Source: an optimization exercise on an open RTL-to-GDS flow (aim: small area and a short achievable clock period). Production flows keep margins and buffers that such runs may drop.
Only simulation tests tie the RTL to the original design; equivalence was not proved.

==> v27 <==
// resize_datapath
module resize_datapath (
  clk,
  reset_n,
  enable,
  data_in1,
  data_in2,
  scale,
  data_out
);
==> module add_float, before the edit <==
module add_float (za, sa, pa, ha, ma, zb, sb, pb, hb, mb, c);
  input        za, sa, ha, zb, sb, hb;
  input  [4:0] pa, pb;
  input  [9:0] ma, mb;
  output [15:0] c;
  wire        s1 = ~za & sa;
  wire        s2 = ~zb & sb;
  wire        h1 = ~za & ha;
  wire        h2 = ~zb & hb;
  wire [4:0]  p1 = za ? 5'd0 : pa;
  wire [4:0]  p2 = zb ? 5'd0 : pb;
  wire [9:0]  m1 = za ? 10'd0 : ma;
  wire [9:0]  m2 = zb ? 10'd0 : mb;
  wire [4:0]  e1 = p1 + {4'd0, h1};
  wire [4:0]  e2 = p2 + {4'd0, h2};
  wire l;
  float_larger fl (.sa(s1), .ea(e1), .sb(s2), .eb(e2), .isLarger(l));
  wire        sx = l ? s1 : s2;
  wire        sy = l ? s2 : s1;
  wire [4:0]  ex = l ? e1 : e2;
  wire [9:0]  mx = l ? m1 : m2;
  wire [9:0]  my = l ? m2 : m1;
  wire [4:0]  da = e1 - e2;
  wire [4:0]  db = e2 - e1;
  wire [10:0] ys = align({1'b1, my}, l ? da : db);
  wire [11:0] s = ({2'b01, mx} ^ {12{sx}}) + ({1'b0, ys} ^ {12{sy}})
                  + {10'd0, sx, sy & ~sx};
  reg  [3:0]  lz;
  integer i;
  always @* begin
    lz = 4'd0;
    for (i = 0; i <= 10; i = i + 1)
      if (s[i]) lz = 4'd10 - i[3:0];
  end
  wire [10:0] sn = s[10:0] << lz;
  wire zero = (s == 12'd0);
  assign c[15]    = sx;
  assign c[14:10] = s[11] ? ex + 5'd1 :
                    zero  ? 5'd0 : ex - {1'b0, lz};
  assign c[9:0]   = s[11] ? 10'd0 : sn[9:0];
  function [10:0] align(input [10:0] mm, input [4:0] sh);
    reg [10:0] t;
    begin
      t = sh[0] ? {1'd0, mm[10:1]} : mm;
      t = sh[1] ? {2'd0, t[10:2]} : t;
      t = sh[2] ? {4'd0, t[10:4]} : t;
      t = sh[3] ? {8'd0, t[10:8]} : t;
      align = sh[4] ? 11'd0 : t;
    end
  endfunction
endmodule
export LEC_CHECK = 0
export ABC_AREA = 1
export CAP_MARGIN = 20
export CORE_MARGIN = 2
export CORE_UTILIZATION = 40
export PLACE_DENSITY = 0.6
export SETUP_SLACK_MARGIN = 5
export SLEW_MARGIN = 20
export SYNTH_HIERARCHICAL = 1
export SYNTH_MINIMUM_KEEP_SIZE = 0
create_clock -name core_clock -period 25.0 [get_ports {clk}]
standard.sh (not shown) runs the stock make flow with config.mk's settings and CLKGATE_MAP_FILE= SYNTH_SCRIPT=/design/flow/synth_recipe.tcl, a recipe that flattens the netlist after the stock synthesis.
==> flow/flow/run.sh <==
#!/bin/bash
# Own layout flow:
#  1. the standard synthesis (bash standard.sh synth);
#  2. the logic between the registers and the full-adder cells is mapped
#     again by ABC for area (registers and full adders kept as they are);
#  3. the standard layout from the floorplan on, except that the delay
#     cells may not be used (so the port buffers are plain buffers); the
#     platform's own don't-use cells stay don't-use.
# Each tool's output goes to a log file of its own here (flow_*.log).
set -euo pipefail
W=$(pwd)
R=$W/orfs/results/$FLOW_PLATFORM/resize_datapath/base
YOSYS=$FLOW_HOME/../tools/install/yosys/bin/yosys
LIB=$FLOW_HOME/platforms/sky130hd/lib/sky130_fd_sc_hd__tt_025C_1v80.lib

bash standard.sh synth > "$W/flow_synth.log" 2>&1
cp "$R/1_2_yosys.v" "$W/standard_1_2_yosys.v"

DL="sky130_fd_sc_hd__clkdlybuf4s15_1 sky130_fd_sc_hd__clkdlybuf4s15_2 sky130_fd_sc_hd__clkdlybuf4s18_1 sky130_fd_sc_hd__clkdlybuf4s18_2 sky130_fd_sc_hd__clkdlybuf4s25_1 sky130_fd_sc_hd__clkdlybuf4s25_2 sky130_fd_sc_hd__clkdlybuf4s50_1 sky130_fd_sc_hd__clkdlybuf4s50_2 sky130_fd_sc_hd__dlygate4sd1_1 sky130_fd_sc_hd__dlygate4sd2_1 sky130_fd_sc_hd__dlygate4sd3_1 sky130_fd_sc_hd__dlymetal6s2s_1 sky130_fd_sc_hd__dlymetal6s4s_1 sky130_fd_sc_hd__dlymetal6s6s_1"
PLAT=$(sed -n '/^export DONT_USE_CELLS/,/^[^ ]/p' "$FLOW_HOME/platforms/sky130hd/config.mk" | grep -o 'sky130_fd_sc_hd__[A-Za-z0-9_]*' | tr '\n' ' ')
DONT_ALL="$DL $PLAT"
# ABC may not use the don't-use cells, nor the multi-output adder cells
ABC_DONT=$(for c in $DONT_ALL sky130_fd_sc_hd__fa_1 sky130_fd_sc_hd__fa_2 sky130_fd_sc_hd__fa_4 sky130_fd_sc_hd__fah_1 sky130_fd_sc_hd__fahcin_1 sky130_fd_sc_hd__fahcon_1 sky130_fd_sc_hd__ha_1 sky130_fd_sc_hd__ha_2 sky130_fd_sc_hd__ha_4; do printf -- "-dont_use $c "; done)
printf 'set_driving_cell sky130_fd_sc_hd__buf_1\nset_load 5\n' > "$W/resyn.constr"
echo 'strash; dch; map -a; topo; stime -c; upsize -c; dnsize -c' > "$W/resyn.abc"
cat > "$W/resyn.ys" <<EOS
read_liberty -ignore_miss_func $LIB
blackbox sky130_fd_sc_hd__fa_1 sky130_fd_sc_hd__fa_2 sky130_fd_sc_hd__fa_4 sky130_fd_sc_hd__dfrtp_1 sky130_fd_sc_hd__dfrtp_2 sky130_fd_sc_hd__dfrtp_4
read_verilog $W/standard_1_2_yosys.v
hierarchy -top $FLOW_TOP
flatten
opt_clean -purge
abc -liberty $LIB -constr $W/resyn.constr -script $W/resyn.abc $ABC_DONT
opt_clean -purge
hilomap -singleton -hicell sky130_fd_sc_hd__conb_1 HI -locell sky130_fd_sc_hd__conb_1 LO
splitnets
opt_clean -purge
write_verilog -noattr -nohex -nodec $W/resyn.v
EOS
"$YOSYS" -s "$W/resyn.ys" > "$W/flow_resyn.log" 2>&1
# read the new netlist back on its own and check it
"$YOSYS" -p "read_liberty -lib $LIB; read_verilog $W/resyn.v; hierarchy -check -top $FLOW_TOP; check -assert -mapped; stat -liberty $LIB" > "$W/flow_resyn_check.log" 2>&1
cp "$W/resyn.v" "$R/1_2_yosys.v"
touch "$R/1_2_yosys.v"

bash standard.sh "DONT_USE_CELLS=$DONT_ALL" finish > "$W/flow_finish.log" 2>&1
==> inputs of v31, as changes to v27 <==
CORE_UTILIZATION = 55   (was 40)
PLACE_DENSITY = 0.7   (was 0.6)
==> inputs of v5, as changes to v27 <==
--- a/flow/design.v
+++ b/flow/design.v
@@ -30,6 +30,8 @@
   wire [4:0]  db = e2 - e1;
   wire [10:0] ys = align({1'b1, my}, l ? da : db);
-  wire [11:0] s = ({2'b01, mx} ^ {12{sx}}) + ({1'b0, ys} ^ {12{sy}})
-                  + {10'd0, sx, sy & ~sx};
+  wire [11:0] xp = {2'b01, mx};
+  wire [11:0] xn = ~xp + 12'd1;
+  wire [11:0] ax = sx ? xn : xp;
+  wire [11:0] s  = ax + ({1'b0, ys} ^ {12{sy}}) + {11'd0, sy};
   reg  [3:0]  lz;
   integer i;
--- a/flow/flow/run.sh
+++ b/flow/flow/run.sh
@@ -23,5 +23,5 @@
 ABC_DONT=$(for c in $DONT_ALL sky130_fd_sc_hd__fa_1 sky130_fd_sc_hd__fa_2 sky130_fd_sc_hd__fa_4 sky130_fd_sc_hd__fah_1 sky130_fd_sc_hd__fahcin_1 sky130_fd_sc_hd__fahcon_1 sky130_fd_sc_hd__ha_1 sky130_fd_sc_hd__ha_2 sky130_fd_sc_hd__ha_4; do printf -- "-dont_use $c "; done)
 printf 'set_driving_cell sky130_fd_sc_hd__buf_1\nset_load 5\n' > "$W/resyn.constr"
-echo 'strash; dch; map -a; topo; stime -c; upsize -c; dnsize -c' > "$W/resyn.abc"
+echo 'strash; balance; dch; map -a; topo; stime -c; upsize -c; dnsize -c' > "$W/resyn.abc"
 cat > "$W/resyn.ys" <<EOS
 read_liberty -ignore_miss_func $LIB
@@ -44,3 +44,3 @@
 touch "$R/1_2_yosys.v"
 
-bash standard.sh "DONT_USE_CELLS=$DONT_ALL" finish > "$W/flow_finish.log" 2>&1
+bash standard.sh "DONT_USE_CELLS=$DONT_ALL" SETUP_SLACK_MARGIN=8 finish > "$W/flow_finish.log" 2>&1
CORE_UTILIZATION = 65   (was 40)
PLACE_DENSITY = 0.8   (was 0.6)
==> inputs of v8, as changes to v27 <==
--- a/flow/design.v
+++ b/flow/design.v
@@ -30,6 +30,8 @@
   wire [4:0]  db = e2 - e1;
   wire [10:0] ys = align({1'b1, my}, l ? da : db);
-  wire [11:0] s = ({2'b01, mx} ^ {12{sx}}) + ({1'b0, ys} ^ {12{sy}})
-                  + {10'd0, sx, sy & ~sx};
+  wire [11:0] xp = {2'b01, mx};
+  wire [11:0] xn = ~xp + 12'd1;
+  wire [11:0] ax = sx ? xn : xp;
+  wire [11:0] s  = ax + ({1'b0, ys} ^ {12{sy}}) + {11'd0, sy};
   reg  [3:0]  lz;
   integer i;
--- a/flow/flow/run.sh
+++ b/flow/flow/run.sh
@@ -23,5 +23,5 @@
 ABC_DONT=$(for c in $DONT_ALL sky130_fd_sc_hd__fa_1 sky130_fd_sc_hd__fa_2 sky130_fd_sc_hd__fa_4 sky130_fd_sc_hd__fah_1 sky130_fd_sc_hd__fahcin_1 sky130_fd_sc_hd__fahcon_1 sky130_fd_sc_hd__ha_1 sky130_fd_sc_hd__ha_2 sky130_fd_sc_hd__ha_4; do printf -- "-dont_use $c "; done)
 printf 'set_driving_cell sky130_fd_sc_hd__buf_1\nset_load 5\n' > "$W/resyn.constr"
-echo 'strash; dch; map -a; topo; stime -c; upsize -c; dnsize -c' > "$W/resyn.abc"
+echo 'strash; balance; dch; map -a; topo; stime -c; upsize -c; dnsize -c' > "$W/resyn.abc"
 cat > "$W/resyn.ys" <<EOS
 read_liberty -ignore_miss_func $LIB
@@ -44,3 +44,3 @@
 touch "$R/1_2_yosys.v"
 
-bash standard.sh "DONT_USE_CELLS=$DONT_ALL" finish > "$W/flow_finish.log" 2>&1
+bash standard.sh "DONT_USE_CELLS=$DONT_ALL" SETUP_SLACK_MARGIN=8.5 finish > "$W/flow_finish.log" 2>&1
CORE_UTILIZATION = 55   (was 40)
PLACE_DENSITY = 0.7   (was 0.6)
==> comparison table <==
Post-placement cell area: v27 10,900 µm²; v5 10,700 µm²; v8 10,700 µm²; v31 10,800 µm²
Final instance area: v27 11,000 µm²; v5 11,300 µm²; v8 11,900 µm²; v31 10,900 µm²
Run status: v27 timing/DRC/antenna clean; v5 timing/DRC/antenna clean; v8 timing/DRC/antenna clean; v31 timing/DRC/antenna clean
Worst Hold Launch: v27 data_out[6]; v5 data_out[15]; v8 data_out[3]; v31 data_out[8]
Critical path buffer and inverter count: v27 17; v5 17; v8 17; v31 16
Die W: v27 164 µm; v5 129 µm; v8 140 µm; v31 141 µm
Syn_area_per_cell: v27 6.82 µm²; v5 6.91 µm²; v8 6.91 µm²; v31 6.82 µm²
Number of global-route vias before repair: v27 9,820; v5 10,042; v8 9,745; v31 10,023
Non-CTS buffers: v27 71; v5 115; v8 158; v31 69
Post-route met1 wirelength: v27 13,900 µm; v5 12,300 µm; v8 13,100 µm; v31 12,500 µm
Synthesized instance count: v27 1,507; v5 1,469; v8 1,469; v31 1,507
CP peak stage delay: v27 540 ps; v5 550 ps; v8 590 ps; v31 550 ps
Std cell rows: v27 58; v5 45; v8 49; v31 50
Worst-Margin Slew: v27 881 ps; v5 1120 ps; v8 1260 ps; v31 958 ps

[afterwards: timing with drivers on the ports]
The results above use ideal ports. As a check the final layouts listed here were re-extracted and re-timed, cells and wires unchanged.
Step 1, drivers: a clkbuf_16 drives clk and a buf_2 each remaining input, both assumed.
Step 2 moves the port delays by t, midway between the first and last clock arrival at a register: inputs arrive t later, outputs are due t later. That takes back most of the time a late clock gives input paths.
a / b / c = no drivers / after step 1 / after step 2; a / b = the first two.
run	shift t [ns]	setup slack, ns	worst hold slack (ns)
v27	0.268	6.398 / 6.401 / 6.134	0.488 / 0.488 / 0.488
v31	0.267	6.735 / 6.738 / 6.471	0.482 / 0.482 / 0.482
v5	0.265	8.460 / 8.465 / 8.200	0.478 / 0.478 / 0.478
v8	0.272	8.758 / 8.703 / 8.431	0.484 / 0.484 / 0.484
After both steps every run listed still meets setup and hold. For v8, which loses most, drivers alone change the setup slack by -0.055 ns; drivers and shift together by -0.327 ns.
